This design comes from an exercise in tuning for small area and a short achievable clock period on the open sky130 flow, not from production work. Function was checked by simulation only, so behaviour that the tests miss may differ from the original.

## flow/design.v (module list and top-level ports; edited modules follow where they fit)
// module cnt: 16 lines
// module mul: 27 lines
// module butterfly1: 247 lines
// module butterfly2: 261 lines
// module butterfly3: 291 lines
// module butterfly4: 315 lines
// module fft_core: 859 lines
// module ser2par: 206 lines
// module par2ser: 161 lines
// module fft: 233 lines
module fft(
	input wire			clk,
	input wire			rst_n,
	input wire[16:0]	data_i0_R,
	input wire[16:0]	data_i0_I,
	input wire[16:0]	data_i1_R,
	input wire[16:0]	data_i1_I,
	output wire[16:0]	data_o0_R,
	output wire[16:0]	data_o0_I,
	output wire[16:0]	data_o1_R,
	output wire[16:0]	data_o1_I
);
  // ...
==> flow/run.sh <==
#!/bin/bash
# synth_recipe.tcl (not shown) runs the flow's synth.tcl, then flattens the netlist and writes it again
# the make line also repeats each setting of config.mk as NAME=value (left out here)
make -C /OpenROAD-flow-scripts/flow DESIGN_CONFIG=/design/flow/config.mk WORK_HOME=/design/flow/orfs CLKGATE_MAP_FILE= SYNTH_SCRIPT=/design/flow/synth_recipe.tcl finish
==> flow/config.mk <==
export PLATFORM = sky130hd
export DESIGN_NAME = fft
export DESIGN_NICKNAME = fft
export VERILOG_FILES = /design/flow/design.v
export SDC_FILE = /design/flow/constraint.sdc
export NUM_CORES = 8
export LEC_CHECK = 0
export CAP_MARGIN = 20
export CORE_MARGIN = 2
export CORE_UTILIZATION = 40
export SLEW_MARGIN = 20
==> flow/constraint.sdc <==
create_clock -name core_clock -period 7.5 [get_ports {clk}]
set_input_delay 1.5000 -clock core_clock [delete_from_list [all_inputs] [get_ports {clk}]]
set_output_delay 1.5000 -clock core_clock [all_outputs]
set_load 0.01 [all_outputs]
==> flow_summary.yaml, run 1 <==
drt:
  top_layer_used: "met5"
  drcViolationCount: 0
  drt_wl_total_mm: 959
  first_pass_iters: 6
  first_iter_violations: 21300
synth:
  yosys.area_share.xor_xnor: 0.0603
  edff_count_synth: 0
  synthTopCellsByArea: "sky130_fd_sc_hd__dfrtp_1 (34%), sky130_fd_sc_hd__ha_1 (13%), sky130_fd_sc_hd__fa_1 (10%), sky130_fd_sc_hd__inv_1 (5.4%), sky130_fd_sc_hd__nand2_1 (4.6%)"
  synth_simple_gate_area_frac: 0.164
  netlist.area_leader.share: 0.341
  combinational_family_with_the_most_area_after_synthesis: "adder cells"
  mappedNetlistNets: 34000
  ys_types: 87
  synthesized_flop_and_latch_total: 3684
finish:
  seqCellArea_um2: 92200
  multi_input_area_share: 0.538
  layout_common_cells: "sky130_fd_sc_hd__inv_1 (3899), sky130_fd_sc_hd__dfrtp_1 (3679), sky130_fd_sc_hd__nand2_1 (3309), sky130_fd_sc_hd__ha_1 (2801), sky130_fd_sc_hd__nor2_1 (2425)"
  stdcell_count: 38700
  largest_class: "multi-input gates"
  non_clock_buffer_count: 365
grt:
  use_met3: 0.0373
  initial_antenna_violation_count: 169
  grt_first_pass_wirelength_mm: 1390
die:
  core.rowCount: 301
timing:
  worst_slew_pin_slew_ns: 1.21
  rsz0062_at_grt: "no"
clocking:
  cts_inserted_buffers: 417
  cts.repair.resized: 0
  postCtsSetupRepairBufs: 0
worst_setup_path:
  crit-reg2reg-capture: "fft_core0.butterfly3.data_o15_R[15]$_DFF_PN0_"
  cp.buffers_inverters: 4
  critical-path-slowest-cell: "sky130_fd_sc_hd__or4_1"
  critical_path.endpoint_type: "register"
placement:
  port_buffer_count: 137
  dpl-instance-area_um2: 281000
status:
  outcome: "no timing/DRC/antenna violations"
==> module fft, before the edit <==
module fft(
	input wire			clk,
	input wire			rst_n,
	input wire[16:0]	data_i0_R,
	input wire[16:0]	data_i0_I,
	input wire[16:0]	data_i1_R,
	input wire[16:0]	data_i1_I,
	output wire[16:0]	data_o0_R,
	output wire[16:0]	data_o0_I,
	output wire[16:0]	data_o1_R,
	output wire[16:0]	data_o1_I
);
	wire [3:0]	cnt;
	wire [16:0]	ser2par_data_o0_R;
	wire [16:0]	ser2par_data_o0_I;
	wire [16:0]	ser2par_data_o1_R;
	wire [16:0]	ser2par_data_o1_I;
	wire [16:0]	ser2par_data_o2_R;
	wire [16:0]	ser2par_data_o2_I;
	wire [16:0]	ser2par_data_o3_R;
	wire [16:0]	ser2par_data_o3_I;
	wire [16:0]	ser2par_data_o4_R;
	wire [16:0]	ser2par_data_o4_I;
	wire [16:0]	ser2par_data_o5_R;
	wire [16:0]	ser2par_data_o5_I;
	wire [16:0]	ser2par_data_o6_R;
	wire [16:0]	ser2par_data_o6_I;
	wire [16:0]	ser2par_data_o7_R;
	wire [16:0]	ser2par_data_o7_I;
	wire [16:0]	ser2par_data_o8_R;
	wire [16:0]	ser2par_data_o8_I;
	wire [16:0]	ser2par_data_o9_R;
	wire [16:0]	ser2par_data_o9_I;
	wire [16:0]	ser2par_data_o10_R;
	wire [16:0]	ser2par_data_o10_I;
	wire [16:0]	ser2par_data_o11_R;
	wire [16:0]	ser2par_data_o11_I;
	wire [16:0]	ser2par_data_o12_R;
	wire [16:0]	ser2par_data_o12_I;
	wire [16:0]	ser2par_data_o13_R;
	wire [16:0]	ser2par_data_o13_I;
	wire [16:0]	ser2par_data_o14_R;
	wire [16:0]	ser2par_data_o14_I;
	wire [16:0]	ser2par_data_o15_R;
	wire [16:0]	ser2par_data_o15_I;
	wire [16:0]	fft_data_o0_R;
	wire [16:0]	fft_data_o0_I;
	wire [16:0]	fft_data_o1_R;
	wire [16:0]	fft_data_o1_I;
	wire [16:0]	fft_data_o2_R;
	wire [16:0]	fft_data_o2_I;
	wire [16:0]	fft_data_o3_R;
	wire [16:0]	fft_data_o3_I;
	wire [16:0]	fft_data_o4_R;
	wire [16:0]	fft_data_o4_I;
	wire [16:0]	fft_data_o5_R;
	wire [16:0]	fft_data_o5_I;
	wire [16:0]	fft_data_o6_R;
	wire [16:0]	fft_data_o6_I;
	wire [16:0]	fft_data_o7_R;
	wire [16:0]	fft_data_o7_I;
	wire [16:0]	fft_data_o8_R;
	wire [16:0]	fft_data_o8_I;
	wire [16:0]	fft_data_o9_R;
	wire [16:0]	fft_data_o9_I;
	wire [16:0]	fft_data_o10_R;
	wire [16:0]	fft_data_o10_I;
	wire [16:0]	fft_data_o11_R;
	wire [16:0]	fft_data_o11_I;
	wire [16:0]	fft_data_o12_R;
	wire [16:0]	fft_data_o12_I;
	wire [16:0]	fft_data_o13_R;
	wire [16:0]	fft_data_o13_I;
	wire [16:0]	fft_data_o14_R;
	wire [16:0]	fft_data_o14_I;
	wire [16:0]	fft_data_o15_R;
	wire [16:0]	fft_data_o15_I;
	cnt cnt0(
		.clk(clk),
		.rst_n(rst_n),
		.cnt(cnt)
	);
	ser2par ser2par0(
		.clk(clk),
		.rst_n(rst_n),
		.cnt(cnt),
		.data_i0_R(data_i0_R),
		.data_i0_I(data_i0_I),
		.data_i1_R(data_i1_R),
		.data_i1_I(data_i1_I),
		.data_o0_R(ser2par_data_o0_R),
		.data_o0_I(ser2par_data_o0_I),
		.data_o1_R(ser2par_data_o1_R),
		.data_o1_I(ser2par_data_o1_I),
		.data_o2_R(ser2par_data_o2_R),
		.data_o2_I(ser2par_data_o2_I),
		.data_o3_R(ser2par_data_o3_R),
		.data_o3_I(ser2par_data_o3_I),	
		.data_o4_R(ser2par_data_o4_R),
		.data_o4_I(ser2par_data_o4_I),
		.data_o5_R(ser2par_data_o5_R),
		.data_o5_I(ser2par_data_o5_I),
		.data_o6_R(ser2par_data_o6_R),
		.data_o6_I(ser2par_data_o6_I),
		.data_o7_R(ser2par_data_o7_R),
		.data_o7_I(ser2par_data_o7_I),
		.data_o8_R(ser2par_data_o8_R),
		.data_o8_I(ser2par_data_o8_I),
		.data_o9_R(ser2par_data_o9_R),
		.data_o9_I(ser2par_data_o9_I),
		.data_o10_R(ser2par_data_o10_R),
		.data_o10_I(ser2par_data_o10_I),
		.data_o11_R(ser2par_data_o11_R),
		.data_o11_I(ser2par_data_o11_I),
		.data_o12_R(ser2par_data_o12_R),
		.data_o12_I(ser2par_data_o12_I),
		.data_o13_R(ser2par_data_o13_R),
		.data_o13_I(ser2par_data_o13_I),	
		.data_o14_R(ser2par_data_o14_R),
		.data_o14_I(ser2par_data_o14_I),
		.data_o15_R(ser2par_data_o15_R),
		.data_o15_I(ser2par_data_o15_I)
	);
	fft_core fft_core0(
		.clk(clk),
		.rst_n(rst_n),
		.data_i0_R(ser2par_data_o0_R),
		.data_i0_I(ser2par_data_o0_I),
		.data_i1_R(ser2par_data_o1_R),
		.data_i1_I(ser2par_data_o1_I),
		.data_i2_R(ser2par_data_o2_R),
		.data_i2_I(ser2par_data_o2_I),
		.data_i3_R(ser2par_data_o3_R),
		.data_i3_I(ser2par_data_o3_I),
		.data_i4_R(ser2par_data_o4_R),
		.data_i4_I(ser2par_data_o4_I),
		.data_i5_R(ser2par_data_o5_R),
		.data_i5_I(ser2par_data_o5_I),
		.data_i6_R(ser2par_data_o6_R),
		.data_i6_I(ser2par_data_o6_I),
		.data_i7_R(ser2par_data_o7_R),
		.data_i7_I(ser2par_data_o7_I),
		.data_i8_R(ser2par_data_o8_R),
		.data_i8_I(ser2par_data_o8_I),
		.data_i9_R(ser2par_data_o9_R),
		.data_i9_I(ser2par_data_o9_I),
		.data_i10_R(ser2par_data_o10_R),
		.data_i10_I(ser2par_data_o10_I),
		.data_i11_R(ser2par_data_o11_R),
		.data_i11_I(ser2par_data_o11_I),
		.data_i12_R(ser2par_data_o12_R),
		.data_i12_I(ser2par_data_o12_I),
		.data_i13_R(ser2par_data_o13_R),
		.data_i13_I(ser2par_data_o13_I),
		.data_i14_R(ser2par_data_o14_R),
		.data_i14_I(ser2par_data_o14_I),
		.data_i15_R(ser2par_data_o15_R),
		.data_i15_I(ser2par_data_o15_I),
		.data_o0_R(fft_data_o0_R),
		.data_o0_I(fft_data_o0_I),
		.data_o1_R(fft_data_o1_R),
		.data_o1_I(fft_data_o1_I),
		.data_o2_R(fft_data_o2_R),
		.data_o2_I(fft_data_o2_I),
		.data_o3_R(fft_data_o3_R),
		.data_o3_I(fft_data_o3_I),	
		.data_o4_R(fft_data_o4_R),
		.data_o4_I(fft_data_o4_I),
		.data_o5_R(fft_data_o5_R),
		.data_o5_I(fft_data_o5_I),
		.data_o6_R(fft_data_o6_R),
		.data_o6_I(fft_data_o6_I),
		.data_o7_R(fft_data_o7_R),
		.data_o7_I(fft_data_o7_I),
		.data_o8_R(fft_data_o8_R),
		.data_o8_I(fft_data_o8_I),
		.data_o9_R(fft_data_o9_R),
		.data_o9_I(fft_data_o9_I),
		.data_o10_R(fft_data_o10_R),
		.data_o10_I(fft_data_o10_I),
		.data_o11_R(fft_data_o11_R),
		.data_o11_I(fft_data_o11_I),
		.data_o12_R(fft_data_o12_R),
		.data_o12_I(fft_data_o12_I),
		.data_o13_R(fft_data_o13_R),
		.data_o13_I(fft_data_o13_I),	
		.data_o14_R(fft_data_o14_R),
		.data_o14_I(fft_data_o14_I),
		.data_o15_R(fft_data_o15_R),
		.data_o15_I(fft_data_o15_I)
	);
	par2ser par2ser0(
		.clk(clk),
		.rst_n(rst_n),
		.cnt(cnt),
		.data_i0_R(fft_data_o0_R),
		.data_i0_I(fft_data_o0_I),
		.data_i1_R(fft_data_o1_R),
		.data_i1_I(fft_data_o1_I),
		.data_i2_R(fft_data_o2_R),
		.data_i2_I(fft_data_o2_I),
		.data_i3_R(fft_data_o3_R),
		.data_i3_I(fft_data_o3_I),	
		.data_i4_R(fft_data_o4_R),
		.data_i4_I(fft_data_o4_I),
		.data_i5_R(fft_data_o5_R),
		.data_i5_I(fft_data_o5_I),
		.data_i6_R(fft_data_o6_R),
		.data_i6_I(fft_data_o6_I),
		.data_i7_R(fft_data_o7_R),
		.data_i7_I(fft_data_o7_I),
		.data_i8_R(fft_data_o8_R),
		.data_i8_I(fft_data_o8_I),
		.data_i9_R(fft_data_o9_R),
		.data_i9_I(fft_data_o9_I),
		.data_i10_R(fft_data_o10_R),
		.data_i10_I(fft_data_o10_I),
		.data_i11_R(fft_data_o11_R),
		.data_i11_I(fft_data_o11_I),
		.data_i12_R(fft_data_o12_R),
		.data_i12_I(fft_data_o12_I),
		.data_i13_R(fft_data_o13_R),
		.data_i13_I(fft_data_o13_I),	
		.data_i14_R(fft_data_o14_R),
		.data_i14_I(fft_data_o14_I),
		.data_i15_R(fft_data_o15_R),
		.data_i15_I(fft_data_o15_I),
		.data_o0_R(data_o0_R),
		.data_o0_I(data_o0_I),
		.data_o1_R(data_o1_R),
		.data_o1_I(data_o1_I)
	);
endmodule	
==> run 2, diff against run 1 <==
==> flow/design.v (replaced) <==
module fft(
	input wire			clk,
	input wire			rst_n,
	input wire[16:0]	data_i0_R,
	input wire[16:0]	data_i0_I,
	input wire[16:0]	data_i1_R,
	input wire[16:0]	data_i1_I,
	output reg[16:0]	data_o0_R,
	output reg[16:0]	data_o0_I,
	output reg[16:0]	data_o1_R,
	output reg[16:0]	data_o1_I
);
  reg [2:0] ph;
  reg [1:0] fd;
  wire [2:0] pn = ph + 3'd1;
  wire [1:0] fdn = (ph == 3'd7 && fd != 2'd3) ? fd + 2'd1 : fd;
  reg [3:0] oplus, ominus;
  wire vnext = (fdn == 2'd3) || (fdn == 2'd2 && pn[2]);
  always @(posedge clk or negedge rst_n)
    if (!rst_n) begin ph <= 3'd7; fd <= 2'd0; oplus <= 4'd0; ominus <= 4'd0; end
    else begin ph <= pn; fd <= fdn; oplus <= {4{vnext & pn[2]}}; ominus <= {4{vnext & ~pn[2]}}; end
  reg [16:0] XA0_0_R, XA0_0_I;
  reg [16:0] XA1_0_R, XA1_0_I;
  reg [16:0] XA2_0_R, XA2_0_I;
  reg [16:0] PU_0_R, PU_0_I;
  reg [16:0] PV_0_R, PV_0_I;
  reg [16:0] PP_0_R, PP_0_I;
  reg [16:0] R0_0_R, R0_0_I;
  reg [16:0] R1_0_R, R1_0_I;
  reg [16:0] QP_0_R, QP_0_I;
  reg [16:0] QU_0_R, QU_0_I;
  reg [16:0] M0_0_R, M0_0_I;
  reg [16:0] M1_0_R, M1_0_I;
  reg [16:0] M2_0_R, M2_0_I;
  reg [16:0] M3_0_R, M3_0_I;
  reg [16:0] QT_0_x0, QT_0_x1, QT_0_x2, QT_0_y0, QT_0_y1, QT_0_y2;
  reg [16:0] XA0_1_R, XA0_1_I;
  reg [16:0] XA1_1_R, XA1_1_I;
  reg [16:0] XA2_1_R, XA2_1_I;
  reg [16:0] PU_1_R, PU_1_I;
  reg [16:0] PV_1_R, PV_1_I;
  reg [16:0] R0_1_R, R0_1_I;
  reg [16:0] R1_1_R, R1_1_I;
  reg [16:0] QP_1_R, QP_1_I;
  reg [16:0] QU_1_R, QU_1_I;
  reg [16:0] HV_1_R, HV_1_I;
  reg [16:0] M0_1_R, M0_1_I;
  reg [16:0] M1_1_R, M1_1_I;
  reg [16:0] M2_1_R, M2_1_I;
  reg [16:0] M3_1_R, M3_1_I;
  reg [16:0] QT_1_x0, QT_1_x1, QT_1_x2, QT_1_y0, QT_1_y1, QT_1_y2;
  reg s_w3a;
  reg s_w3b;
  reg s_Ppin0;
  reg s_mP0;
  reg s_mQ0;
  reg s_Ppin1;
  reg s_mP1;
  reg s_mQ1;
  reg s_XA0_0_R_0;
  reg s_XA0_0_R_1;
  reg s_PU_0_R_0;
  reg s_PU_0_R_1;
  reg s_PU_0_R_2;
  reg s_PV_0_R_0;
  reg s_PV_0_R_1;
  reg s_PV_0_R_2;
  reg s_PP_0_R_0;
  reg s_PP_0_R_1;
  reg s_PP_0_R_2;
  reg s_QP_0_R_0;
  reg s_QP_0_R_1;
  reg s_QP_0_R_2;
  reg s_QU_0_R_0;
  reg s_QU_0_R_1;
  reg s_QU_0_R_2;
  reg s_QU_0_R_3;
  reg s_QU_0_R_4;
  reg s_XA0_0_I_0;
  reg s_XA0_0_I_1;
  reg s_PU_0_I_0;
  reg s_PU_0_I_1;
  reg s_PU_0_I_2;
  reg s_PV_0_I_0;
  reg s_PV_0_I_1;
  reg s_PV_0_I_2;
  reg s_PP_0_I_0;
  reg s_PP_0_I_1;
  reg s_PP_0_I_2;
  reg s_QP_0_I_0;
  reg s_QP_0_I_1;
  reg s_QP_0_I_2;
  reg s_QU_0_I_0;
  reg s_QU_0_I_1;
  reg s_QU_0_I_2;
  reg s_QU_0_I_3;
  reg s_QU_0_I_4;
  reg s_QT_0_x0_0;
  reg s_QT_0_x0_1;
  reg s_QT_0_x0_2;
  reg s_QT_0_x0_3;
  reg s_QT_0_x0_4;
  reg s_QT_0_x0_5;
  reg s_QT_0_x1_0;
  reg s_QT_0_x1_1;
  reg s_QT_0_x1_2;
  reg s_QT_0_x1_3;
  reg s_QT_0_x1_4;
  reg s_QT_0_x2_0;
  reg s_QT_0_x2_1;
  reg s_QT_0_x2_2;
  reg s_QT_0_x2_3;
  reg s_QT_0_x2_4;
  reg s_QT_0_y0_0;
  reg s_QT_0_y0_1;
  reg s_QT_0_y0_2;
  reg s_QT_0_y0_3;
  reg s_QT_0_y0_4;
  reg s_QT_0_y0_5;
  reg s_QT_0_y0_6;
  reg s_QT_0_y1_0;
  reg s_QT_0_y1_1;
  reg s_QT_0_y1_2;
  reg s_QT_0_y1_3;
  reg s_QT_0_y1_4;
  reg s_QT_0_y1_5;
  reg s_QT_0_y2_0;
  reg s_QT_0_y2_1;
  reg s_QT_0_y2_2;
  reg s_QT_0_y2_3;
  reg s_QT_0_y2_4;
  reg s_QT_0_y2_5;
  reg s_XA0_1_R_0;
  reg s_XA0_1_R_1;
  reg s_PU_1_R_0;
  reg s_PU_1_R_1;
  reg s_PU_1_R_2;
  reg s_PV_1_R_0;
  reg s_PV_1_R_1;
  reg s_PV_1_R_2;
  reg s_QP_1_R_0;
  reg s_QP_1_R_1;
  reg s_QP_1_R_2;
  reg s_QP_1_R_3;
  reg s_QP_1_R_4;
  reg s_QU_1_R_0;
  reg s_QU_1_R_1;
  reg s_QU_1_R_2;
  reg s_QU_1_R_3;
  reg s_QU_1_R_4;
  reg s_HV_1_R_0;
  reg s_HV_1_R_1;
  reg s_HV_1_R_2;
  reg s_HV_1_R_3;
  reg s_HV_1_R_4;
  reg s_XA0_1_I_0;
  reg s_XA0_1_I_1;
  reg s_PU_1_I_0;
  reg s_PU_1_I_1;
  reg s_PU_1_I_2;
  reg s_PV_1_I_0;
  reg s_PV_1_I_1;
  reg s_PV_1_I_2;
  reg s_QP_1_I_0;
  reg s_QP_1_I_1;
  reg s_QP_1_I_2;
  reg s_QP_1_I_3;
  reg s_QP_1_I_4;
  reg s_QU_1_I_0;
  reg s_QU_1_I_1;
  reg s_QU_1_I_2;
  reg s_QU_1_I_3;
  reg s_QU_1_I_4;
  reg s_HV_1_I_0;
  reg s_HV_1_I_1;
  reg s_HV_1_I_2;
  reg s_HV_1_I_3;
  reg s_HV_1_I_4;
  reg s_QT_1_x0_0;
  reg s_QT_1_x0_1;
  reg s_QT_1_x0_2;
  reg s_QT_1_x0_3;
  reg s_QT_1_x1_0;
  reg s_QT_1_x1_1;
  reg s_QT_1_x1_2;
  reg s_QT_1_x1_3;
  reg s_QT_1_x1_4;
  reg s_QT_1_x2_0;
  reg s_QT_1_x2_1;
  reg s_QT_1_x2_2;
  reg s_QT_1_x2_3;
  reg s_QT_1_x2_4;
  reg s_QT_1_y0_0;
  reg s_QT_1_y0_1;
  reg s_QT_1_y0_2;
  reg s_QT_1_y0_3;
  reg s_QT_1_y0_4;
  reg s_QT_1_y1_0;
  reg s_QT_1_y1_1;
  reg s_QT_1_y1_2;
  reg s_QT_1_y1_3;
  reg s_QT_1_y1_4;
  reg s_QT_1_y1_5;
  reg s_QT_1_y2_0;
  reg s_QT_1_y2_1;
  reg s_QT_1_y2_2;
  reg s_QT_1_y2_3;
  reg s_QT_1_y2_4;
  reg s_QT_1_y2_5;
  wire [16:0] h0rs1 = {{1{QP_0_R[16]}}, QP_0_R[16:1]} ^ {{3{QP_0_R[16]}}, QP_0_R[16:3]} ^ {{4{QP_0_R[16]}}, QP_0_R[16:4]};
  wire [16:0] h0rm2 = (({{1{QP_0_R[16]}}, QP_0_R[16:1]} & {{3{QP_0_R[16]}}, QP_0_R[16:3]}) | ({{1{QP_0_R[16]}}, QP_0_R[16:1]} & {{4{QP_0_R[16]}}, QP_0_R[16:4]}) | ({{3{QP_0_R[16]}}, QP_0_R[16:3]} & {{4{QP_0_R[16]}}, QP_0_R[16:4]}));
  wire [16:0] h0rs3 = h0rs1 ^ {h0rm2[15:0], 1'b0} ^ {{6{QP_0_R[16]}}, QP_0_R[16:6]};
  wire [16:0] h0rm4 = ((h0rs1 & {h0rm2[15:0], 1'b0}) | (h0rs1 & {{6{QP_0_R[16]}}, QP_0_R[16:6]}) | ({h0rm2[15:0], 1'b0} & {{6{QP_0_R[16]}}, QP_0_R[16:6]}));
  wire [16:0] h0rs5 = h0rs3 ^ {h0rm4[15:0], 1'b0} ^ {{8{QP_0_R[16]}}, QP_0_R[16:8]};
  wire [16:0] h0rm6 = ((h0rs3 & {h0rm4[15:0], 1'b0}) | (h0rs3 & {{8{QP_0_R[16]}}, QP_0_R[16:8]}) | ({h0rm4[15:0], 1'b0} & {{8{QP_0_R[16]}}, QP_0_R[16:8]}));
  wire [16:0] h0is7 = {{1{QP_0_I[16]}}, QP_0_I[16:1]} ^ {{3{QP_0_I[16]}}, QP_0_I[16:3]} ^ {{4{QP_0_I[16]}}, QP_0_I[16:4]};
  wire [16:0] h0im8 = (({{1{QP_0_I[16]}}, QP_0_I[16:1]} & {{3{QP_0_I[16]}}, QP_0_I[16:3]}) | ({{1{QP_0_I[16]}}, QP_0_I[16:1]} & {{4{QP_0_I[16]}}, QP_0_I[16:4]}) | ({{3{QP_0_I[16]}}, QP_0_I[16:3]} & {{4{QP_0_I[16]}}, QP_0_I[16:4]}));
  wire [16:0] h0is9 = h0is7 ^ {h0im8[15:0], 1'b0} ^ {{6{QP_0_I[16]}}, QP_0_I[16:6]};
  wire [16:0] h0im10 = ((h0is7 & {h0im8[15:0], 1'b0}) | (h0is7 & {{6{QP_0_I[16]}}, QP_0_I[16:6]}) | ({h0im8[15:0], 1'b0} & {{6{QP_0_I[16]}}, QP_0_I[16:6]}));
  wire [16:0] h0is11 = h0is9 ^ {h0im10[15:0], 1'b0} ^ {{8{QP_0_I[16]}}, QP_0_I[16:8]};
  wire [16:0] h0im12 = ((h0is9 & {h0im10[15:0], 1'b0}) | (h0is9 & {{8{QP_0_I[16]}}, QP_0_I[16:8]}) | ({h0im10[15:0], 1'b0} & {{8{QP_0_I[16]}}, QP_0_I[16:8]}));
  wire [16:0] h0na13 = ~h0rs5;
  wire [16:0] h0nb14 = ~{h0rm6[15:0], 1'b0};
  wire [16:0] h0tras15 = h0rs5 ^ {h0rm6[15:0], 1'b0} ^ h0is11;
  wire [16:0] h0tram16 = ((h0rs5 & {h0rm6[15:0], 1'b0}) | (h0rs5 & h0is11) | ({h0rm6[15:0], 1'b0} & h0is11));
  wire [16:0] h0tias17 = h0is11 ^ h0na13 ^ h0nb14;
  wire [16:0] h0tiam18 = ((h0is11 & h0na13) | (h0is11 & h0nb14) | (h0na13 & h0nb14));
  wire [16:0] h1rs19 = {{1{HV_1_R[16]}}, HV_1_R[16:1]} ^ {{3{HV_1_R[16]}}, HV_1_R[16:3]} ^ {{4{HV_1_R[16]}}, HV_1_R[16:4]};
  wire [16:0] h1rm20 = (({{1{HV_1_R[16]}}, HV_1_R[16:1]} & {{3{HV_1_R[16]}}, HV_1_R[16:3]}) | ({{1{HV_1_R[16]}}, HV_1_R[16:1]} & {{4{HV_1_R[16]}}, HV_1_R[16:4]}) | ({{3{HV_1_R[16]}}, HV_1_R[16:3]} & {{4{HV_1_R[16]}}, HV_1_R[16:4]}));
  wire [16:0] h1rs21 = h1rs19 ^ {h1rm20[15:0], 1'b0} ^ {{6{HV_1_R[16]}}, HV_1_R[16:6]};
  wire [16:0] h1rm22 = ((h1rs19 & {h1rm20[15:0], 1'b0}) | (h1rs19 & {{6{HV_1_R[16]}}, HV_1_R[16:6]}) | ({h1rm20[15:0], 1'b0} & {{6{HV_1_R[16]}}, HV_1_R[16:6]}));
  wire [16:0] h1rs23 = h1rs21 ^ {h1rm22[15:0], 1'b0} ^ {{8{HV_1_R[16]}}, HV_1_R[16:8]};
  wire [16:0] h1rm24 = ((h1rs21 & {h1rm22[15:0], 1'b0}) | (h1rs21 & {{8{HV_1_R[16]}}, HV_1_R[16:8]}) | ({h1rm22[15:0], 1'b0} & {{8{HV_1_R[16]}}, HV_1_R[16:8]}));
  wire [16:0] h1is25 = {{1{HV_1_I[16]}}, HV_1_I[16:1]} ^ {{3{HV_1_I[16]}}, HV_1_I[16:3]} ^ {{4{HV_1_I[16]}}, HV_1_I[16:4]};
  wire [16:0] h1im26 = (({{1{HV_1_I[16]}}, HV_1_I[16:1]} & {{3{HV_1_I[16]}}, HV_1_I[16:3]}) | ({{1{HV_1_I[16]}}, HV_1_I[16:1]} & {{4{HV_1_I[16]}}, HV_1_I[16:4]}) | ({{3{HV_1_I[16]}}, HV_1_I[16:3]} & {{4{HV_1_I[16]}}, HV_1_I[16:4]}));
  wire [16:0] h1is27 = h1is25 ^ {h1im26[15:0], 1'b0} ^ {{6{HV_1_I[16]}}, HV_1_I[16:6]};
  wire [16:0] h1im28 = ((h1is25 & {h1im26[15:0], 1'b0}) | (h1is25 & {{6{HV_1_I[16]}}, HV_1_I[16:6]}) | ({h1im26[15:0], 1'b0} & {{6{HV_1_I[16]}}, HV_1_I[16:6]}));
  wire [16:0] h1is29 = h1is27 ^ {h1im28[15:0], 1'b0} ^ {{8{HV_1_I[16]}}, HV_1_I[16:8]};
  wire [16:0] h1im30 = ((h1is27 & {h1im28[15:0], 1'b0}) | (h1is27 & {{8{HV_1_I[16]}}, HV_1_I[16:8]}) | ({h1im28[15:0], 1'b0} & {{8{HV_1_I[16]}}, HV_1_I[16:8]}));
  wire [16:0] h1na31 = ~h1rs23;
  wire [16:0] h1nb32 = ~{h1rm24[15:0], 1'b0};
  wire [16:0] h1tras33 = h1rs23 ^ {h1rm24[15:0], 1'b0} ^ h1is29;
  wire [16:0] h1tram34 = ((h1rs23 & {h1rm24[15:0], 1'b0}) | (h1rs23 & h1is29) | ({h1rm24[15:0], 1'b0} & h1is29));
  wire [16:0] h1tias35 = h1is29 ^ h1na31 ^ h1nb32;
  wire [16:0] h1tiam36 = ((h1is29 & h1na31) | (h1is29 & h1nb32) | (h1na31 & h1nb32));
  wire [16:0] cpR = QP_1_R;
  wire [16:0] spR = QP_1_I;
  wire [16:0] cpI = QP_1_I;
  wire [16:0] spI = QP_1_R;
  wire [16:0] ucrs37 = {{1{cpR[16]}}, cpR[16:1]} ^ {{2{cpR[16]}}, cpR[16:2]} ^ {{3{cpR[16]}}, cpR[16:3]};
  wire [16:0] ucrm38 = (({{1{cpR[16]}}, cpR[16:1]} & {{2{cpR[16]}}, cpR[16:2]}) | ({{1{cpR[16]}}, cpR[16:1]} & {{3{cpR[16]}}, cpR[16:3]}) | ({{2{cpR[16]}}, cpR[16:2]} & {{3{cpR[16]}}, cpR[16:3]}));
  wire [16:0] ucrs39 = ucrs37 ^ {ucrm38[15:0], 1'b0} ^ {{5{cpR[16]}}, cpR[16:5]};
  wire [16:0] ucrm40 = ((ucrs37 & {ucrm38[15:0], 1'b0}) | (ucrs37 & {{5{cpR[16]}}, cpR[16:5]}) | ({ucrm38[15:0], 1'b0} & {{5{cpR[16]}}, cpR[16:5]}));
  wire [16:0] ucrs41 = ucrs39 ^ {ucrm40[15:0], 1'b0} ^ {{6{cpR[16]}}, cpR[16:6]};
  wire [16:0] ucrm42 = ((ucrs39 & {ucrm40[15:0], 1'b0}) | (ucrs39 & {{6{cpR[16]}}, cpR[16:6]}) | ({ucrm40[15:0], 1'b0} & {{6{cpR[16]}}, cpR[16:6]}));
  wire [16:0] usrs43 = {{2{spR[16]}}, spR[16:2]} ^ {{3{spR[16]}}, spR[16:3]} ^ {{8{spR[16]}}, spR[16:8]};
  wire [16:0] usrm44 = (({{2{spR[16]}}, spR[16:2]} & {{3{spR[16]}}, spR[16:3]}) | ({{2{spR[16]}}, spR[16:2]} & {{8{spR[16]}}, spR[16:8]}) | ({{3{spR[16]}}, spR[16:3]} & {{8{spR[16]}}, spR[16:8]}));
  wire [16:0] utras45 = ucrs41 ^ {ucrm42[15:0], 1'b0} ^ usrs43;
  wire [16:0] utram46 = ((ucrs41 & {ucrm42[15:0], 1'b0}) | (ucrs41 & usrs43) | ({ucrm42[15:0], 1'b0} & usrs43));
  wire [16:0] ucis47 = {{1{cpI[16]}}, cpI[16:1]} ^ {{2{cpI[16]}}, cpI[16:2]} ^ {{3{cpI[16]}}, cpI[16:3]};
  wire [16:0] ucim48 = (({{1{cpI[16]}}, cpI[16:1]} & {{2{cpI[16]}}, cpI[16:2]}) | ({{1{cpI[16]}}, cpI[16:1]} & {{3{cpI[16]}}, cpI[16:3]}) | ({{2{cpI[16]}}, cpI[16:2]} & {{3{cpI[16]}}, cpI[16:3]}));
  wire [16:0] ucis49 = ucis47 ^ {ucim48[15:0], 1'b0} ^ {{5{cpI[16]}}, cpI[16:5]};
  wire [16:0] ucim50 = ((ucis47 & {ucim48[15:0], 1'b0}) | (ucis47 & {{5{cpI[16]}}, cpI[16:5]}) | ({ucim48[15:0], 1'b0} & {{5{cpI[16]}}, cpI[16:5]}));
  wire [16:0] ucis51 = ucis49 ^ {ucim50[15:0], 1'b0} ^ {{6{cpI[16]}}, cpI[16:6]};
  wire [16:0] ucim52 = ((ucis49 & {ucim50[15:0], 1'b0}) | (ucis49 & {{6{cpI[16]}}, cpI[16:6]}) | ({ucim50[15:0], 1'b0} & {{6{cpI[16]}}, cpI[16:6]}));
  wire [16:0] usis53 = {{2{spI[16]}}, spI[16:2]} ^ {{3{spI[16]}}, spI[16:3]} ^ {{8{spI[16]}}, spI[16:8]};
  wire [16:0] usim54 = (({{2{spI[16]}}, spI[16:2]} & {{3{spI[16]}}, spI[16:3]}) | ({{2{spI[16]}}, spI[16:2]} & {{8{spI[16]}}, spI[16:8]}) | ({{3{spI[16]}}, spI[16:3]} & {{8{spI[16]}}, spI[16:8]}));
  wire [16:0] uA55 = ucis51 ^ {17{s_w3b}};
  wire [16:0] uB56 = ({ucim52[15:0], 1'b0} ^ {17{s_w3b}}) | 17'd1;
  wire [16:0] uC57 = usis53 ^ {17{~s_w3b}};
  wire [16:0] uD58 = ({usim54[15:0], 1'b0} ^ {17{~s_w3b}}) | 17'd1;
  wire [16:0] utias59 = uA55 ^ uB56 ^ uC57;
  wire [16:0] utiam60 = ((uA55 & uB56) | (uA55 & uC57) | (uB56 & uC57));
  wire [16:0] vP0_R = s_Ppin0 ? data_i0_R : PV_0_R;
  wire [16:0] vP0_I = s_Ppin0 ? data_i0_I : PV_0_I;
  wire [16:0] plusP0_R = PU_0_R + vP0_R;
  wire [16:0] minusP0_R = PU_0_R - vP0_R;
  wire [17:0] sumP0_I = {PU_0_I, 1'b1} + {vP0_I, s_mP0};
  wire [17:0] difP0_I = {PU_0_I, 1'b1} + {~vP0_I, ~s_mP0};
  wire [16:0] plusP0_I = sumP0_I[17:1];
  wire [16:0] minusP0_I = difP0_I[17:1];
  wire mQc0 = s_mQ0;
  wire [16:0] nQU_0_R = ~QU_0_R;
  wire [16:0] nQU_0_I = ~QU_0_I;
  wire [16:0] q0xs61 = QT_0_x0 ^ QT_0_x1 ^ QT_0_x2;
  wire [16:0] q0xm62 = ((QT_0_x0 & QT_0_x1) | (QT_0_x0 & QT_0_x2) | (QT_0_x1 & QT_0_x2));
  wire [16:0] q0ys63 = QT_0_y0 ^ QT_0_y1 ^ QT_0_y2;
  wire [16:0] q0ym64 = ((QT_0_y0 & QT_0_y1) | (QT_0_y0 & QT_0_y2) | (QT_0_y1 & QT_0_y2));
  wire [16:0] q0prs65 = QU_0_R ^ q0xs61 ^ {q0xm62[15:0], 1'b0};
  wire [16:0] q0prm66 = ((QU_0_R & q0xs61) | (QU_0_R & {q0xm62[15:0], 1'b0}) | (q0xs61 & {q0xm62[15:0], 1'b0}));
  wire [16:0] q0mrs67 = nQU_0_R ^ q0xs61 ^ {q0xm62[15:0], 1'b0};
  wire [16:0] q0mrm68 = ((nQU_0_R & q0xs61) | (nQU_0_R & {q0xm62[15:0], 1'b0}) | (q0xs61 & {q0xm62[15:0], 1'b0}));
  wire [16:0] q0pis69 = QU_0_I ^ q0ys63 ^ {q0ym64[15:0], mQc0};
  wire [16:0] q0pim70 = ((QU_0_I & q0ys63) | (QU_0_I & {q0ym64[15:0], mQc0}) | (q0ys63 & {q0ym64[15:0], mQc0}));
  wire [16:0] q0mis71 = nQU_0_I ^ q0ys63 ^ {q0ym64[15:0], mQc0};
  wire [16:0] q0mim72 = ((nQU_0_I & q0ys63) | (nQU_0_I & {q0ym64[15:0], mQc0}) | (q0ys63 & {q0ym64[15:0], mQc0}));
  wire [16:0] plusQ0_R = q0prs65 + {q0prm66[15:0], 1'b0};
  wire [16:0] minusQ0_R = ~(q0mrs67 + {q0mrm68[15:0], 1'b0});
  wire [17:0] ysum0_p = {q0pis69, 1'b1} + {{q0pim70[15:0], mQc0}, mQc0};
  wire [17:0] ysum0_m = {q0mis71, 1'b1} + {{q0mim72[15:0], mQc0}, mQc0};
  wire [16:0] plusQ0_I = ysum0_p[17:1];
  wire [16:0] minusQ0_I = ~ysum0_m[17:1];
  wire [16:0] vP1_R = s_Ppin1 ? data_i1_R : PV_1_R;
  wire [16:0] vP1_I = s_Ppin1 ? data_i1_I : PV_1_I;
  wire [16:0] plusP1_R = PU_1_R + vP1_R;
  wire [16:0] minusP1_R = PU_1_R - vP1_R;
  wire [17:0] sumP1_I = {PU_1_I, 1'b1} + {vP1_I, s_mP1};
  wire [17:0] difP1_I = {PU_1_I, 1'b1} + {~vP1_I, ~s_mP1};
  wire [16:0] plusP1_I = sumP1_I[17:1];
  wire [16:0] minusP1_I = difP1_I[17:1];
  wire mQc1 = s_mQ1;
  wire [16:0] nQU_1_R = ~QU_1_R;
  wire [16:0] nQU_1_I = ~QU_1_I;
  wire [16:0] q1xs73 = QT_1_x0 ^ QT_1_x1 ^ QT_1_x2;
  wire [16:0] q1xm74 = ((QT_1_x0 & QT_1_x1) | (QT_1_x0 & QT_1_x2) | (QT_1_x1 & QT_1_x2));
  wire [16:0] q1ys75 = QT_1_y0 ^ QT_1_y1 ^ QT_1_y2;
  wire [16:0] q1ym76 = ((QT_1_y0 & QT_1_y1) | (QT_1_y0 & QT_1_y2) | (QT_1_y1 & QT_1_y2));
  wire [16:0] q1prs77 = QU_1_R ^ q1xs73 ^ {q1xm74[15:0], 1'b0};
  wire [16:0] q1prm78 = ((QU_1_R & q1xs73) | (QU_1_R & {q1xm74[15:0], 1'b0}) | (q1xs73 & {q1xm74[15:0], 1'b0}));
  wire [16:0] q1mrs79 = nQU_1_R ^ q1xs73 ^ {q1xm74[15:0], 1'b0};
  wire [16:0] q1mrm80 = ((nQU_1_R & q1xs73) | (nQU_1_R & {q1xm74[15:0], 1'b0}) | (q1xs73 & {q1xm74[15:0], 1'b0}));
  wire [16:0] q1pis81 = QU_1_I ^ q1ys75 ^ {q1ym76[15:0], mQc1};
  wire [16:0] q1pim82 = ((QU_1_I & q1ys75) | (QU_1_I & {q1ym76[15:0], mQc1}) | (q1ys75 & {q1ym76[15:0], mQc1}));
  wire [16:0] q1mis83 = nQU_1_I ^ q1ys75 ^ {q1ym76[15:0], mQc1};
  wire [16:0] q1mim84 = ((nQU_1_I & q1ys75) | (nQU_1_I & {q1ym76[15:0], mQc1}) | (q1ys75 & {q1ym76[15:0], mQc1}));
  wire [16:0] plusQ1_R = q1prs77 + {q1prm78[15:0], 1'b0};
  wire [16:0] minusQ1_R = ~(q1mrs79 + {q1mrm80[15:0], 1'b0});
  wire [17:0] ysum1_p = {q1pis81, 1'b1} + {{q1pim82[15:0], mQc1}, mQc1};
  wire [17:0] ysum1_m = {q1mis83, 1'b1} + {{q1mim84[15:0], mQc1}, mQc1};
  wire [16:0] plusQ1_I = ysum1_p[17:1];
  wire [16:0] minusQ1_I = ~ysum1_m[17:1];
  always @(posedge clk) begin
    s_w3a <= (pn == 3'd4) | (pn == 3'd6);
    s_w3b <= (pn == 3'd4) | (pn == 3'd6);
    s_Ppin0 <= (pn == 3'd4) | (pn == 3'd5) | (pn == 3'd6) | (pn == 3'd7);
    s_mP0 <= (pn == 3'd3);
    s_mQ0 <= (pn == 3'd0) | (pn == 3'd1) | (pn == 3'd3) | (pn == 3'd6) | (pn == 3'd7);
    s_Ppin1 <= (pn == 3'd4) | (pn == 3'd5) | (pn == 3'd6) | (pn == 3'd7);
    s_mP1 <= (pn == 3'd3);
    s_mQ1 <= (pn == 3'd0) | (pn == 3'd1) | (pn == 3'd3) | (pn == 3'd6) | (pn == 3'd7);
    s_XA0_0_R_0 <= (pn == 3'd4) | (pn == 3'd5) | (pn == 3'd6) | (pn == 3'd7);
    s_XA0_0_R_1 <= (pn == 3'd0) | (pn == 3'd1) | (pn == 3'd2) | (pn == 3'd3);
    s_PU_0_R_0 <= (pn == 3'd0) | (pn == 3'd3) | (pn == 3'd4) | (pn == 3'd5) | (pn == 3'd6) | (pn == 3'd7);
    s_PU_0_R_1 <= (pn == 3'd1);
    s_PU_0_R_2 <= (pn == 3'd2);
    s_PV_0_R_0 <= (pn == 3'd0) | (pn == 3'd7);
    s_PV_0_R_1 <= (pn == 3'd1);
    s_PV_0_R_2 <= (pn == 3'd2);
    s_PP_0_R_0 <= (pn == 3'd0) | (pn == 3'd1) | (pn == 3'd2) | (pn == 3'd3);
    s_PP_0_R_1 <= (pn == 3'd4) | (pn == 3'd5) | (pn == 3'd6);
    s_PP_0_R_2 <= (pn == 3'd7);
    s_QP_0_R_0 <= (pn == 3'd0) | (pn == 3'd2) | (pn == 3'd3);
    s_QP_0_R_1 <= (pn == 3'd1);
    s_QP_0_R_2 <= (pn == 3'd4) | (pn == 3'd5) | (pn == 3'd6) | (pn == 3'd7);
    s_QU_0_R_0 <= (pn == 3'd7);
    s_QU_0_R_1 <= (pn == 3'd0);
    s_QU_0_R_2 <= (pn == 3'd1);
    s_QU_0_R_3 <= (pn == 3'd2);
    s_QU_0_R_4 <= (pn == 3'd3) | (pn == 3'd4) | (pn == 3'd5) | (pn == 3'd6);
    s_XA0_0_I_0 <= (pn == 3'd4) | (pn == 3'd5) | (pn == 3'd6) | (pn == 3'd7);
    s_XA0_0_I_1 <= (pn == 3'd0) | (pn == 3'd1) | (pn == 3'd2) | (pn == 3'd3);
    s_PU_0_I_0 <= (pn == 3'd0) | (pn == 3'd3) | (pn == 3'd4) | (pn == 3'd5) | (pn == 3'd6) | (pn == 3'd7);
    s_PU_0_I_1 <= (pn == 3'd1);
    s_PU_0_I_2 <= (pn == 3'd2);
    s_PV_0_I_0 <= (pn == 3'd0) | (pn == 3'd7);
    s_PV_0_I_1 <= (pn == 3'd1);
    s_PV_0_I_2 <= (pn == 3'd2);
    s_PP_0_I_0 <= (pn == 3'd0) | (pn == 3'd1) | (pn == 3'd2) | (pn == 3'd3);
    s_PP_0_I_1 <= (pn == 3'd4) | (pn == 3'd5) | (pn == 3'd6);
    s_PP_0_I_2 <= (pn == 3'd7);
    s_QP_0_I_0 <= (pn == 3'd0) | (pn == 3'd2) | (pn == 3'd3);
    s_QP_0_I_1 <= (pn == 3'd1);
    s_QP_0_I_2 <= (pn == 3'd4) | (pn == 3'd5) | (pn == 3'd6) | (pn == 3'd7);
    s_QU_0_I_0 <= (pn == 3'd7);
    s_QU_0_I_1 <= (pn == 3'd0);
    s_QU_0_I_2 <= (pn == 3'd1);
    s_QU_0_I_3 <= (pn == 3'd2);
    s_QU_0_I_4 <= (pn == 3'd3) | (pn == 3'd4) | (pn == 3'd5) | (pn == 3'd6);
    s_QT_0_x0_0 <= (pn == 3'd1);
    s_QT_0_x0_1 <= (pn == 3'd2);
    s_QT_0_x0_2 <= (pn == 3'd3);
    s_QT_0_x0_3 <= (pn == 3'd4);
    s_QT_0_x0_4 <= (pn == 3'd5);
    s_QT_0_x0_5 <= (pn == 3'd6);
    s_QT_0_x1_0 <= (pn == 3'd7);
    s_QT_0_x1_1 <= (pn == 3'd1);
    s_QT_0_x1_2 <= (pn == 3'd2);
    s_QT_0_x1_3 <= (pn == 3'd4);
    s_QT_0_x1_4 <= (pn == 3'd6);
    s_QT_0_x2_0 <= (pn == 3'd0);
    s_QT_0_x2_1 <= (pn == 3'd1);
    s_QT_0_x2_2 <= (pn == 3'd2);
    s_QT_0_x2_3 <= (pn == 3'd4);
    s_QT_0_x2_4 <= (pn == 3'd6);
    s_QT_0_y0_0 <= (pn == 3'd1);
    s_QT_0_y0_1 <= (pn == 3'd2);
    s_QT_0_y0_2 <= (pn == 3'd3);
    s_QT_0_y0_3 <= (pn == 3'd4);
    s_QT_0_y0_4 <= (pn == 3'd5);
    s_QT_0_y0_5 <= (pn == 3'd6);
    s_QT_0_y0_6 <= (pn == 3'd0) | (pn == 3'd7);
    s_QT_0_y1_0 <= (pn == 3'd7);
    s_QT_0_y1_1 <= (pn == 3'd1);
    s_QT_0_y1_2 <= (pn == 3'd2);
    s_QT_0_y1_3 <= (pn == 3'd4);
    s_QT_0_y1_4 <= (pn == 3'd6);
    s_QT_0_y1_5 <= (pn == 3'd0) | (pn == 3'd5);
    s_QT_0_y2_0 <= (pn == 3'd0);
    s_QT_0_y2_1 <= (pn == 3'd1);
    s_QT_0_y2_2 <= (pn == 3'd2);
    s_QT_0_y2_3 <= (pn == 3'd4);
    s_QT_0_y2_4 <= (pn == 3'd6);
    s_QT_0_y2_5 <= (pn == 3'd5) | (pn == 3'd7);
    s_XA0_1_R_0 <= (pn == 3'd4) | (pn == 3'd5) | (pn == 3'd6) | (pn == 3'd7);
    s_XA0_1_R_1 <= (pn == 3'd0) | (pn == 3'd1) | (pn == 3'd2) | (pn == 3'd3);
    s_PU_1_R_0 <= (pn == 3'd0) | (pn == 3'd3) | (pn == 3'd4) | (pn == 3'd5) | (pn == 3'd6) | (pn == 3'd7);
    s_PU_1_R_1 <= (pn == 3'd1);
    s_PU_1_R_2 <= (pn == 3'd2);
    s_PV_1_R_0 <= (pn == 3'd0) | (pn == 3'd7);
    s_PV_1_R_1 <= (pn == 3'd1);
    s_PV_1_R_2 <= (pn == 3'd2);
    s_QP_1_R_0 <= (pn == 3'd0);
    s_QP_1_R_1 <= (pn == 3'd2);
    s_QP_1_R_2 <= (pn == 3'd3);
    s_QP_1_R_3 <= (pn == 3'd4);
    s_QP_1_R_4 <= (pn == 3'd5);
    s_QU_1_R_0 <= (pn == 3'd7);
    s_QU_1_R_1 <= (pn == 3'd0);
    s_QU_1_R_2 <= (pn == 3'd1);
    s_QU_1_R_3 <= (pn == 3'd2);
    s_QU_1_R_4 <= (pn == 3'd3) | (pn == 3'd4) | (pn == 3'd5) | (pn == 3'd6);
    s_HV_1_R_0 <= (pn == 3'd0);
    s_HV_1_R_1 <= (pn == 3'd1);
    s_HV_1_R_2 <= (pn == 3'd2) | (pn == 3'd3);
    s_HV_1_R_3 <= (pn == 3'd4) | (pn == 3'd5) | (pn == 3'd6);
    s_HV_1_R_4 <= (pn == 3'd7);
    s_XA0_1_I_0 <= (pn == 3'd4) | (pn == 3'd5) | (pn == 3'd6) | (pn == 3'd7);
    s_XA0_1_I_1 <= (pn == 3'd0) | (pn == 3'd1) | (pn == 3'd2) | (pn == 3'd3);
    s_PU_1_I_0 <= (pn == 3'd0) | (pn == 3'd3) | (pn == 3'd4) | (pn == 3'd5) | (pn == 3'd6) | (pn == 3'd7);
    s_PU_1_I_1 <= (pn == 3'd1);
    s_PU_1_I_2 <= (pn == 3'd2);
    s_PV_1_I_0 <= (pn == 3'd0) | (pn == 3'd7);
    s_PV_1_I_1 <= (pn == 3'd1);
    s_PV_1_I_2 <= (pn == 3'd2);
    s_QP_1_I_0 <= (pn == 3'd0);
    s_QP_1_I_1 <= (pn == 3'd2);
    s_QP_1_I_2 <= (pn == 3'd3);
    s_QP_1_I_3 <= (pn == 3'd4);
    s_QP_1_I_4 <= (pn == 3'd5);
    s_QU_1_I_0 <= (pn == 3'd7);
    s_QU_1_I_1 <= (pn == 3'd0);
    s_QU_1_I_2 <= (pn == 3'd1);
    s_QU_1_I_3 <= (pn == 3'd2);
    s_QU_1_I_4 <= (pn == 3'd3) | (pn == 3'd4) | (pn == 3'd5) | (pn == 3'd6);
    s_HV_1_I_0 <= (pn == 3'd0);
    s_HV_1_I_1 <= (pn == 3'd1);
    s_HV_1_I_2 <= (pn == 3'd2) | (pn == 3'd3);
    s_HV_1_I_3 <= (pn == 3'd4) | (pn == 3'd5) | (pn == 3'd6);
    s_HV_1_I_4 <= (pn == 3'd7);
    s_QT_1_x0_0 <= (pn == 3'd1);
    s_QT_1_x0_1 <= (pn == 3'd2);
    s_QT_1_x0_2 <= (pn == 3'd3) | (pn == 3'd4);
    s_QT_1_x0_3 <= (pn == 3'd5) | (pn == 3'd6);
    s_QT_1_x1_0 <= (pn == 3'd7);
    s_QT_1_x1_1 <= (pn == 3'd1);
    s_QT_1_x1_2 <= (pn == 3'd2);
    s_QT_1_x1_3 <= (pn == 3'd3) | (pn == 3'd4);
    s_QT_1_x1_4 <= (pn == 3'd5) | (pn == 3'd6);
    s_QT_1_x2_0 <= (pn == 3'd0);
    s_QT_1_x2_1 <= (pn == 3'd1);
    s_QT_1_x2_2 <= (pn == 3'd2);
    s_QT_1_x2_3 <= (pn == 3'd3) | (pn == 3'd4);
    s_QT_1_x2_4 <= (pn == 3'd5) | (pn == 3'd6);
    s_QT_1_y0_0 <= (pn == 3'd1);
    s_QT_1_y0_1 <= (pn == 3'd2);
    s_QT_1_y0_2 <= (pn == 3'd3) | (pn == 3'd4);
    s_QT_1_y0_3 <= (pn == 3'd5) | (pn == 3'd6);
    s_QT_1_y0_4 <= (pn == 3'd0) | (pn == 3'd7);
    s_QT_1_y1_0 <= (pn == 3'd7);
    s_QT_1_y1_1 <= (pn == 3'd1);
    s_QT_1_y1_2 <= (pn == 3'd2);
    s_QT_1_y1_3 <= (pn == 3'd3) | (pn == 3'd4);
    s_QT_1_y1_4 <= (pn == 3'd5) | (pn == 3'd6);
    s_QT_1_y1_5 <= (pn == 3'd0);
    s_QT_1_y2_0 <= (pn == 3'd0);
    s_QT_1_y2_1 <= (pn == 3'd1);
    s_QT_1_y2_2 <= (pn == 3'd2);
    s_QT_1_y2_3 <= (pn == 3'd3) | (pn == 3'd4);
    s_QT_1_y2_4 <= (pn == 3'd5) | (pn == 3'd6);
    s_QT_1_y2_5 <= (pn == 3'd7);
    XA0_0_R <= ({17{s_XA0_0_R_0}} & plusP0_R) | ({17{s_XA0_0_R_1}} & data_i0_R);
    XA1_0_R <= XA0_0_R; XA2_0_R <= XA1_0_R;
    PU_0_R <= ({17{s_PU_0_R_0}} & XA2_0_R) | ({17{s_PU_0_R_1}} & PP_0_R) | ({17{s_PU_0_R_2}} & R1_0_R);
    PV_0_R <= ({17{s_PV_0_R_0}} & XA0_0_R) | ({17{s_PV_0_R_1}} & plusP0_R) | ({17{s_PV_0_R_2}} & R0_0_I);
    PP_0_R <= ({17{s_PP_0_R_0}} & plusP0_R) | ({17{s_PP_0_R_1}} & R1_0_R) | ({17{s_PP_0_R_2}} & PP_0_R);
    R0_0_R <= minusP0_R; R1_0_R <= R0_0_R;
    QP_0_R <= ({17{s_QP_0_R_0}} & plusQ0_R) | ({17{s_QP_0_R_1}} & M0_0_R) | ({17{s_QP_0_R_2}} & M1_0_R);
    QU_0_R <= ({17{s_QU_0_R_0}} & R1_0_R) | ({17{s_QU_0_R_1}} & PP_0_R) | ({17{s_QU_0_R_2}} & plusQ0_R) | ({17{s_QU_0_R_3}} & M0_0_R) | ({17{s_QU_0_R_4}} & PP_0_R);
    M0_0_R <= minusQ0_R; M1_0_R <= M0_0_R; M2_0_R <= M1_0_R; M3_0_R <= M2_0_R;
    XA0_0_I <= ({17{s_XA0_0_I_0}} & plusP0_I) | ({17{s_XA0_0_I_1}} & data_i0_I);
    XA1_0_I <= XA0_0_I; XA2_0_I <= XA1_0_I;
    PU_0_I <= ({17{s_PU_0_I_0}} & XA2_0_I) | ({17{s_PU_0_I_1}} & PP_0_I) | ({17{s_PU_0_I_2}} & R1_0_I);
    PV_0_I <= ({17{s_PV_0_I_0}} & XA0_0_I) | ({17{s_PV_0_I_1}} & plusP0_I) | ({17{s_PV_0_I_2}} & (~R0_0_R));
    PP_0_I <= ({17{s_PP_0_I_0}} & plusP0_I) | ({17{s_PP_0_I_1}} & R1_0_I) | ({17{s_PP_0_I_2}} & PP_0_I);
    R0_0_I <= minusP0_I; R1_0_I <= R0_0_I;
    QP_0_I <= ({17{s_QP_0_I_0}} & plusQ0_I) | ({17{s_QP_0_I_1}} & M0_0_I) | ({17{s_QP_0_I_2}} & M1_0_I);
    QU_0_I <= ({17{s_QU_0_I_0}} & R1_0_I) | ({17{s_QU_0_I_1}} & PP_0_I) | ({17{s_QU_0_I_2}} & plusQ0_I) | ({17{s_QU_0_I_3}} & M0_0_I) | ({17{s_QU_0_I_4}} & PP_0_I);
    M0_0_I <= minusQ0_I; M1_0_I <= M0_0_I; M2_0_I <= M1_0_I; M3_0_I <= M2_0_I;
    QT_0_x0 <= ({17{s_QT_0_x0_0}} & h0tras15) | ({17{s_QT_0_x0_1}} & h0tias17) | ({17{s_QT_0_x0_2}} & HV_1_R) | ({17{s_QT_0_x0_3}} & h1tras33) | ({17{s_QT_0_x0_4}} & HV_1_I) | ({17{s_QT_0_x0_5}} & h1tias35);
    QT_0_x1 <= ({17{s_QT_0_x1_0}} & minusP0_I) | ({17{s_QT_0_x1_1}} & {h0tram16[15:0], 1'b0}) | ({17{s_QT_0_x1_2}} & {h0tiam18[15:0], 1'b1}) | ({17{s_QT_0_x1_3}} & {h1tram34[15:0], 1'b0}) | ({17{s_QT_0_x1_4}} & {h1tiam36[15:0], 1'b1});
    QT_0_x2 <= ({17{s_QT_0_x2_0}} & R1_0_I) | ({17{s_QT_0_x2_1}} & {h0im12[15:0], 1'b0}) | ({17{s_QT_0_x2_2}} & ({h0im12[15:0], 1'b0} | 17'd1)) | ({17{s_QT_0_x2_3}} & {h1im30[15:0], 1'b0}) | ({17{s_QT_0_x2_4}} & ({h1im30[15:0], 1'b0} | 17'd1));
    QT_0_y0 <= ({17{s_QT_0_y0_0}} & h0tias17) | ({17{s_QT_0_y0_1}} & (~h0tras15)) | ({17{s_QT_0_y0_2}} & HV_1_I) | ({17{s_QT_0_y0_3}} & h1tias35) | ({17{s_QT_0_y0_4}} & (~HV_1_R)) | ({17{s_QT_0_y0_5}} & (~h1tras33)) | ({17{s_QT_0_y0_6}} & 17'h1ffff);
    QT_0_y1 <= ({17{s_QT_0_y1_0}} & (~minusP0_R)) | ({17{s_QT_0_y1_1}} & {h0tiam18[15:0], 1'b1}) | ({17{s_QT_0_y1_2}} & (~{h0tram16[15:0], 1'b0})) | ({17{s_QT_0_y1_3}} & {h1tiam36[15:0], 1'b1}) | ({17{s_QT_0_y1_4}} & (~{h1tram34[15:0], 1'b0})) | ({17{s_QT_0_y1_5}} & 17'h1ffff);
    QT_0_y2 <= ({17{s_QT_0_y2_0}} & (~R1_0_R)) | ({17{s_QT_0_y2_1}} & ({h0im12[15:0], 1'b0} | 17'd1)) | ({17{s_QT_0_y2_2}} & (~{h0im12[15:0], 1'b0})) | ({17{s_QT_0_y2_3}} & ({h1im30[15:0], 1'b0} | 17'd1)) | ({17{s_QT_0_y2_4}} & (~{h1im30[15:0], 1'b0})) | ({17{s_QT_0_y2_5}} & 17'h1ffff);
    XA0_1_R <= ({17{s_XA0_1_R_0}} & plusP1_R) | ({17{s_XA0_1_R_1}} & data_i1_R);
    XA1_1_R <= XA0_1_R; XA2_1_R <= XA1_1_R;
    PU_1_R <= ({17{s_PU_1_R_0}} & XA2_1_R) | ({17{s_PU_1_R_1}} & QP_1_R) | ({17{s_PU_1_R_2}} & R1_1_R);
    PV_1_R <= ({17{s_PV_1_R_0}} & XA0_1_R) | ({17{s_PV_1_R_1}} & plusP1_R) | ({17{s_PV_1_R_2}} & R0_1_I);
    R0_1_R <= minusP1_R; R1_1_R <= R0_1_R;
    QP_1_R <= ({17{s_QP_1_R_0}} & plusP1_R) | ({17{s_QP_1_R_1}} & plusQ1_R) | ({17{s_QP_1_R_2}} & plusQ1_I) | ({17{s_QP_1_R_3}} & M1_1_R) | ({17{s_QP_1_R_4}} & M1_1_I);
    QU_1_R <= ({17{s_QU_1_R_0}} & R1_1_R) | ({17{s_QU_1_R_1}} & HV_1_R) | ({17{s_QU_1_R_2}} & plusQ1_R) | ({17{s_QU_1_R_3}} & M0_1_R) | ({17{s_QU_1_R_4}} & QP_0_R);
    HV_1_R <= ({17{s_HV_1_R_0}} & plusQ1_R) | ({17{s_HV_1_R_1}} & M0_1_R) | ({17{s_HV_1_R_2}} & plusP1_R) | ({17{s_HV_1_R_3}} & R1_1_R) | ({17{s_HV_1_R_4}} & HV_1_R);
    M0_1_R <= minusQ1_R; M1_1_R <= M0_1_R; M2_1_R <= M1_1_R; M3_1_R <= M2_1_R;
    XA0_1_I <= ({17{s_XA0_1_I_0}} & plusP1_I) | ({17{s_XA0_1_I_1}} & data_i1_I);
    XA1_1_I <= XA0_1_I; XA2_1_I <= XA1_1_I;
    PU_1_I <= ({17{s_PU_1_I_0}} & XA2_1_I) | ({17{s_PU_1_I_1}} & QP_1_I) | ({17{s_PU_1_I_2}} & R1_1_I);
    PV_1_I <= ({17{s_PV_1_I_0}} & XA0_1_I) | ({17{s_PV_1_I_1}} & plusP1_I) | ({17{s_PV_1_I_2}} & (~R0_1_R));
    R0_1_I <= minusP1_I; R1_1_I <= R0_1_I;
    QP_1_I <= ({17{s_QP_1_I_0}} & plusP1_I) | ({17{s_QP_1_I_1}} & plusQ1_I) | ({17{s_QP_1_I_2}} & plusQ1_R) | ({17{s_QP_1_I_3}} & M1_1_I) | ({17{s_QP_1_I_4}} & M1_1_R);
    QU_1_I <= ({17{s_QU_1_I_0}} & R1_1_I) | ({17{s_QU_1_I_1}} & HV_1_I) | ({17{s_QU_1_I_2}} & plusQ1_I) | ({17{s_QU_1_I_3}} & M0_1_I) | ({17{s_QU_1_I_4}} & QP_0_I);
    HV_1_I <= ({17{s_HV_1_I_0}} & plusQ1_I) | ({17{s_HV_1_I_1}} & M0_1_I) | ({17{s_HV_1_I_2}} & plusP1_I) | ({17{s_HV_1_I_3}} & R1_1_I) | ({17{s_HV_1_I_4}} & HV_1_I);
    M0_1_I <= minusQ1_I; M1_1_I <= M0_1_I; M2_1_I <= M1_1_I; M3_1_I <= M2_1_I;
    QT_1_x0 <= ({17{s_QT_1_x0_0}} & h1tras33) | ({17{s_QT_1_x0_1}} & h1tias35) | ({17{s_QT_1_x0_2}} & utras45) | ({17{s_QT_1_x0_3}} & utias59);
    QT_1_x1 <= ({17{s_QT_1_x1_0}} & minusP1_I) | ({17{s_QT_1_x1_1}} & {h1tram34[15:0], 1'b0}) | ({17{s_QT_1_x1_2}} & {h1tiam36[15:0], 1'b1}) | ({17{s_QT_1_x1_3}} & {utram46[15:0], 1'b0}) | ({17{s_QT_1_x1_4}} & {utiam60[15:0], 1'b1});
    QT_1_x2 <= ({17{s_QT_1_x2_0}} & R1_1_I) | ({17{s_QT_1_x2_1}} & {h1im30[15:0], 1'b0}) | ({17{s_QT_1_x2_2}} & ({h1im30[15:0], 1'b0} | 17'd1)) | ({17{s_QT_1_x2_3}} & {usrm44[15:0], 1'b0}) | ({17{s_QT_1_x2_4}} & uD58);
    QT_1_y0 <= ({17{s_QT_1_y0_0}} & h1tias35) | ({17{s_QT_1_y0_1}} & (~h1tras33)) | ({17{s_QT_1_y0_2}} & utias59) | ({17{s_QT_1_y0_3}} & (~utras45)) | ({17{s_QT_1_y0_4}} & 17'h1ffff);
    QT_1_y1 <= ({17{s_QT_1_y1_0}} & (~minusP1_R)) | ({17{s_QT_1_y1_1}} & {h1tiam36[15:0], 1'b1}) | ({17{s_QT_1_y1_2}} & (~{h1tram34[15:0], 1'b0})) | ({17{s_QT_1_y1_3}} & {utiam60[15:0], 1'b1}) | ({17{s_QT_1_y1_4}} & (~{utram46[15:0], 1'b0})) | ({17{s_QT_1_y1_5}} & 17'h1ffff);
    QT_1_y2 <= ({17{s_QT_1_y2_0}} & (~R1_1_R)) | ({17{s_QT_1_y2_1}} & ({h1im30[15:0], 1'b0} | 17'd1)) | ({17{s_QT_1_y2_2}} & (~{h1im30[15:0], 1'b0})) | ({17{s_QT_1_y2_3}} & uD58) | ({17{s_QT_1_y2_4}} & (~{usrm44[15:0], 1'b0})) | ({17{s_QT_1_y2_5}} & 17'h1ffff);
  end
  always @(posedge clk or negedge rst_n)
    if (!rst_n) begin
      data_o0_R <= 17'd0; data_o0_I <= 17'd0; data_o1_R <= 17'd0; data_o1_I <= 17'd0;
    end else begin
      data_o0_R <= ({17{oplus[0]}} & plusQ0_R) | ({17{ominus[0]}} & M3_0_R);
      data_o0_I <= ({17{oplus[1]}} & plusQ0_I) | ({17{ominus[1]}} & M3_0_I);
      data_o1_R <= ({17{oplus[2]}} & plusQ1_R) | ({17{ominus[2]}} & M3_1_R);
      data_o1_I <= ({17{oplus[3]}} & plusQ1_I) | ({17{ominus[3]}} & M3_1_I);
    end
endmodule
--- a/flow/config.mk
+++ b/flow/config.mk
@@ -7,5 +7,8 @@
 export LEC_CHECK = 0
 export CAP_MARGIN = 20
 export CORE_MARGIN = 2
-export CORE_UTILIZATION = 40
+export CORE_UTILIZATION = 50
+export CTS_CLUSTER_DIAMETER = 100
+export CTS_CLUSTER_SIZE = 20
+export SETUP_SLACK_MARGIN = 3.5
 export SLEW_MARGIN = 20
==> run 2 against run 1 <==
Via count is 76% lower. Count of clock-buffer cells in the layout is 466 lower. Setup slack better by 3.0 ns. Critical path depth is 10 lower. Non-clock buffer count is 110 lower. Maximum frequency is 76% higher. Synthesized cell count is 78% lower. Largest cell class unchanged.
==> flow_summary.yaml, run 2 <==
status:
  outcome: "no timing/DRC/antenna violations"
synth:
  edff_count_synth: 0
  synth_mux_area_frac: 0.0193
  synthesized_flop_and_latch_total: 1253
  combinational_family_with_the_most_area_after_synthesis: "adder cells"
  yosys.area_share.xor_xnor: 0.0511
  mappedNetlistNets: 7356
  synth_simple_gate_area_frac: 0.0712
  ys_types: 88
  synthTopCellsByArea: "sky130_fd_sc_hd__dfxtp_1 (36%), sky130_fd_sc_hd__fa_1 (16%), sky130_fd_sc_hd__ha_1 (6.0%), sky130_fd_sc_hd__inv_1 (5.1%), sky130_fd_sc_hd__a222oi_1 (4.0%)"
timing:
  worst_slew_pin_slew_ns: 1.21
  final.setup_skew_ns: 0.0478
  rsz0062_at_grt: "yes"
drt:
  first_iter_violations: 7567
  first_pass_iters: 10
  drt_wl_total_mm: 253
  drcViolationCount: 0
worst_setup_path:
  reg2reg_depth: 14
  critical_path.endpoint_type: "register"
finish:
  seqCellArea_um2: 25500
  layout_common_cells: "sky130_fd_sc_hd__dfxtp_1 (1154), sky130_fd_sc_hd__inv_1 (893), sky130_fd_sc_hd__fa_1 (516), sky130_fd_sc_hd__nand2_1 (451), sky130_fd_sc_hd__ha_1 (298)"
  filler_cell_count: 11700
clocking:
  cts_inserted_buffers: 74
  clk_transition_reported_paths_ns: 0.09
grt:
  grt_first_pass_wirelength_mm: 359
  initial_antenna_violation_count: 28
  pin_count_of_the_biggest_net_entering_global_routing: 143
  use_met3: 0.119
  gr-usage-met1: 0.519
placement:
  port_buffer_count: 137
die:
  core.rowCount: 132
==> run 2: final timing paths <==
check	startpoint	endpoint	slack [ns]
hold reg to reg	M2_0_R[6]$_DFF_P_	M3_0_R[6]$_DFF_P_	0.31
setup reg to reg	QT_1_y0[2]$_DFF_P_	QP_1_R[10]$_DFF_P_	3.47
max in group asynchronous	rst_n	ominus[0]$_DFF_PN0_	5.56
min in group asynchronous	rst_n	data_o1_R[6]$_DFF_PN0_	0.70
hold / removal	M2_0_R[6]$_DFF_P_	M3_0_R[6]$_DFF_P_	0.31
setup / recovery	data_i1_I[0]	QT_1_x1[7]$_DFF_P_	3.47
==> run 2: what timing repair did <==
action,CTS,global route
setup buffers,9,19
resized for setup,81,157
cloned,0,0
pin swaps,15,62
hold buffers,0,0
setup endpoints to repair,177,159
==> run 2: metal layers <==
| metal | vias to the layer above | wire length [um] |
|---|---|---|
| met5 | - | 93 |
| met2 | 2931 | 104000 |
| li1 | 22100 | - |
| met4 | 14 | 12700 |
| met3 | 475 | 32700 |
| met1 | 25700 | 104000 |
==> run 2: final cells by class <==
class / count / share of cell area
sequential: 1253 / 0.353
clock inverter: 12 / 0.00170
inverter: 909 / 0.0472
antenna: 6 / 0.000208
tap: 1742 / 0.0301
multi-input combinational: 3949 / 0.509
timing repair buffer: 255 / 0.0318
clock buffer: 94 / 0.0272
==> run 2: worst max-delay path, cell delays in order <==
cell and delay, ns:
sky130_fd_sc_hd__clkdlybuf4s50_1 0.48, sky130_fd_sc_hd__mux2i_1 0.22, sky130_fd_sc_hd__inv_1 0.13, sky130_fd_sc_hd__fa_1 0.48, sky130_fd_sc_hd__nor2b_4 0.14, sky130_fd_sc_hd__o21ai_2 0.06
sky130_fd_sc_hd__a21oi_2 0.23, sky130_fd_sc_hd__o41ai_4 0.14, sky130_fd_sc_hd__buf_4 0.16, sky130_fd_sc_hd__xnor2_1 0.58, sky130_fd_sc_hd__nand2_1 0.33, sky130_fd_sc_hd__nand3_1 0.22
==> run 2: logic make-up (layout without fill, tap and decap cells) <==
group	after synthesis	after routing
muxes	126	126
DFF	1253	1253
AOI/OAI and AO/OA	1563	1563
buffers and inverters	1243	1270
adders and majority gates	841	841
and+or+nand+nor	1036	1036
other	0	6
xor gates and xnor gates	383	383
==> run 2: per-stage QoR <==
| step | utilization | cells | area [um2] | hold WS, ns |
|---|---|---|---|---|
| after floorplan | - | 6445 | 65700 | 0.310 |
| after global placement | 0.528 | 8080 | 68700 | 0.310 |
| after detailed placement | 0.529 | 8080 | 68700 | 0.312 |
| after CTS | 0.548 | 8195 | 71300 | 0.318 |
| after global routing | 0.556 | 8216 | 72300 | 0.331 |
| final | 0.556 | 8220 | 72300 | 0.313 |

## static timing again, ports no longer ideal
The flow's constraints put no driver on any port. The routed layouts listed below were extracted and timed again, unchanged, in two steps.
Step 1: set_driving_cell puts a clkbuf_16 on clk and a buf_2 on each other input, an assumption about the parent block.
Step 2 adds t to the input delays and takes it off the output delays; t is the mean of the earliest and latest rising clock arrival at the registers after step 1. Input paths then give back, and output paths get back, about the clock's delay inside the block.
Three values: ideal ports, drivers, drivers and shift; two values: the first two.
| run | t (ns) | setup slack, ns | pins driven straight from the clock port |
|---|---|---|---|
| run 1 | 1.188 | 0.421 / 0.421 / 0.421 | 1 |
| run 2 | 0.806 | 3.468 / 3.468 / 2.724 | 1 |
After both steps every run listed still meets setup and hold. For run 2, which loses most, drivers alone change the setup slack by 0.000 ns; drivers and shift together by -0.744 ns.
